From an optimization exercise on the open Yosys and OpenROAD flow, aimed at small area, a short achievable clock period and few clock cycles; shortcuts taken in it are not production practice.
The RTL was checked by simulation tests, not by an equivalence proof against the original design.
Power and IR drop assume default switching activity.

== alpha ==
## mips_core
module mips_core (
    input         clk,
    input         rst,         
    output [31:0] imem_addr,
    input  [31:0] imem_data,
    output [31:0] dmem_addr,
    output [31:0] dmem_wdata,
    output        dmem_we,
    input  [31:0] dmem_rdata
);
reg  [29:0] pc;                  
reg         r1;                  
reg         v2;                  
reg  [31:0] a2, b2;              
reg  [15:0] imm2;
reg         fla2, faa2;          
reg         flb2, fab2;          
reg         fly2, fay2;          
reg         imm_sel2, sub2, and2, or2, slt2, sa2;
reg         wr2, ld2, st2;
reg         bx2;                 
reg         k2;                  
reg  [4:0]  rd2;
reg  [29:0] alt2;                
reg  [31:0] res3, sd3;
reg  [4:0]  rd3;
reg         wr3, ld3, st3;
reg  [31:0] rf [1:31];
wire [31:0] wbv = ld3 ? dmem_rdata : res3;
wire [31:1] wm;                  
generate
    for (k = 1; k < 32; k = k + 1) begin : w
        assign wm[k] = wr3 & (rd3 == k);
        always @(posedge clk)
            if (wm[k]) rf[k] <= wbv;
    end
endgenerate
assign dmem_addr  = res3;
assign dmem_wdata = sd3;
assign dmem_we    = st3;
wire [31:0] A = fla2 ? dmem_rdata : faa2 ? res3 : a2;
wire [31:0] B = flb2 ? dmem_rdata : fab2 ? res3 : b2;
wire [31:0] Y = fly2 ? dmem_rdata : fay2 ? res3 :
                imm_sel2 ? {{16{imm2[15]}}, imm2} : b2;
wire [31:0] sum;
wire        cout;
ks_add #(32) u_add (.x(A), .y(Y ^ {32{sub2}}), .ci(sub2), .s(sum), .co(cout));
wire [31:0] lg = ({32{and2}} & A & Y) | ({32{or2}} & (A | Y)) |
                 {31'd0, slt2 & ~cout};
wire [31:0] res;
genvar k;
generate
    for (k = 0; k < 32; k = k + 1) begin : rs_
        g_a21o u (.a1(sa2), .a2(sum[k]), .b1(lg[k]), .y(res[k]));
    end
endgenerate
wire        ne;
ne32 u_ne (.a(A), .b(B), .ne(ne));
wire        misp = bx2 & (ne ^ k2);
always @(posedge clk) begin
    res3 <= res;
    sd3  <= B;
    rd3  <= rd2;
    ld3  <= ld2;
    wr3  <= ~rst & v2 & wr2;
    st3  <= ~rst & v2 & st2;
end
wire [31:0] ins = imem_data;
wire [5:0]  op  = ins[31:26];
wire [4:0]  rs  = ins[25:21];
wire [4:0]  rt  = ins[20:16];
wire [5:0]  fn  = ins[5:0];
  ...
Settings: LEC_CHECK=0, ABC_CLOCK_PERIOD_IN_PS=3000, CAP_MARGIN=20, CORE_MARGIN=2, CORE_UTILIZATION=55, CTS_CLUSTER_DIAMETER=80, CTS_CLUSTER_SIZE=25, SLEW_MARGIN=20, SYNTH_HIERARCHICAL=1, SYNTH_MINIMUM_KEEP_SIZE=0; clock period 10.0 ns.
standard.sh (not shown) runs the stock make flow with config.mk's settings and CLKGATE_MAP_FILE= SYNTH_SCRIPT=/design/flow/synth_recipe.tcl, a recipe that flattens the netlist after the stock synthesis.
==> flow/flow/run.sh <==
#!/bin/bash
set -eo pipefail
mapfile -t extra < <(grep -v '^#' flow/extra_vars | grep -v '^\s*$')
bash standard.sh "${extra[@]}" finish > flow_standard.log 2>&1
==> flow/flow/extra_vars <==
SETUP_SLACK_MARGIN=6.3
TNS_END_PERCENT=10
BUFFER_PORTS_ARGS=-buffer_cell sky130_fd_sc_hd__buf_4
Testbench counts of alpha, summed over its fixed seeds: cycles 35,934.
Edits applied to the flow inputs when going from alpha to beta:
==> flow/flow/extra_vars <==
SETUP_SLACK_MARGIN=6.9
TNS_END_PERCENT=10
BUFFER_PORTS_ARGS=-buffer_cell sky130_fd_sc_hd__buf_4
Findings:
beta reports a higher relative area change from synthesis to final layout than alpha does. Comparing alpha against beta, there is no change at all in area of the mapped netlist. beta: cell area is 4.4% higher than what alpha reported. Most common cell after layout, fill and taps aside: edfxtp_1 -> beta, a22oi_1 -> alpha. Of alpha and beta, alpha shows the higher post-layout minimum cycle time, with beta below it. Compared beta vs alpha, and sum of buffers and inverters on the critical path is down in beta. The global-route usage on beta is in line with that on alpha. In beta the minimum setup slack in the final design turned out 0.30 ns higher than in alpha. Cmp beta vs alpha: number of optimization iterations in the first detailed-route pass lower in beta. In beta, total internal power is lower than in alpha.
### beta -> gamma
==> flow/flow/extra_vars <==
SETUP_SLACK_MARGIN=6.6
TNS_END_PERCENT=10
BUFFER_PORTS_ARGS=-buffer_cell sky130_fd_sc_hd__buf_4
--- a/flow/config.mk
+++ b/flow/config.mk
@@ -13,2 +13,3 @@
 export CTS_CLUSTER_SIZE = 25
+export PLACE_DENSITY = 0.7
 export SLEW_MARGIN = 20
Findings:
- In the tables for beta and gamma, layout overhead on the synthesized area reads lower with gamma.
- Clock tree buffer count of the final layout was higher in beta than in gamma.
- Sequential share of layout area came out higher on gamma than on beta.
- The worst setup slack after layout of gamma is lower than that of beta.
- On total power, beta loses to gamma.
- beta has a higher layout buffer count excluding clock buffers than gamma.
- Delta (gamma minus beta): via count neither gained nor lost much; leakage power figure fell by 0.00084 uW; number of top-level pins held steady; slack of the worst reg-to-reg path decreased by 0.13 ns relative to the old numbers; number of antenna violations at the first check in global routing moved up.

## re-timing with driven ports
Ports are ideal in the flow. The routed layouts listed here were re-timed in OpenROAD.
Step 1 assumes that a clkbuf_16 drives the clock port and a buf_2 every other input.
Step 2, shift: input delay + t, output delay - t, t = (earliest + latest rising clock arrival at the registers) / 2. This alone moves slack from input paths to output paths.
Three values: ideal ports, drivers, drivers and shift; two values: the first two.
| run | t, ns | setup WS [ns] | worst slew at a driven data input, ns |
|---|---|---|---|
| alpha | 0.746 | 6.093 / 6.070 / 5.324 | 0.12 |
| beta | 0.803 | 6.396 / 6.407 / 5.603 | 0.12 |
| gamma | 0.794 | 6.306 / 6.295 / 5.501 | 0.15 |
After both steps setup and hold are still met in every run listed. The setup slack of gamma, which loses most, moves by -0.011 ns with the drivers and by -0.805 ns with both steps.
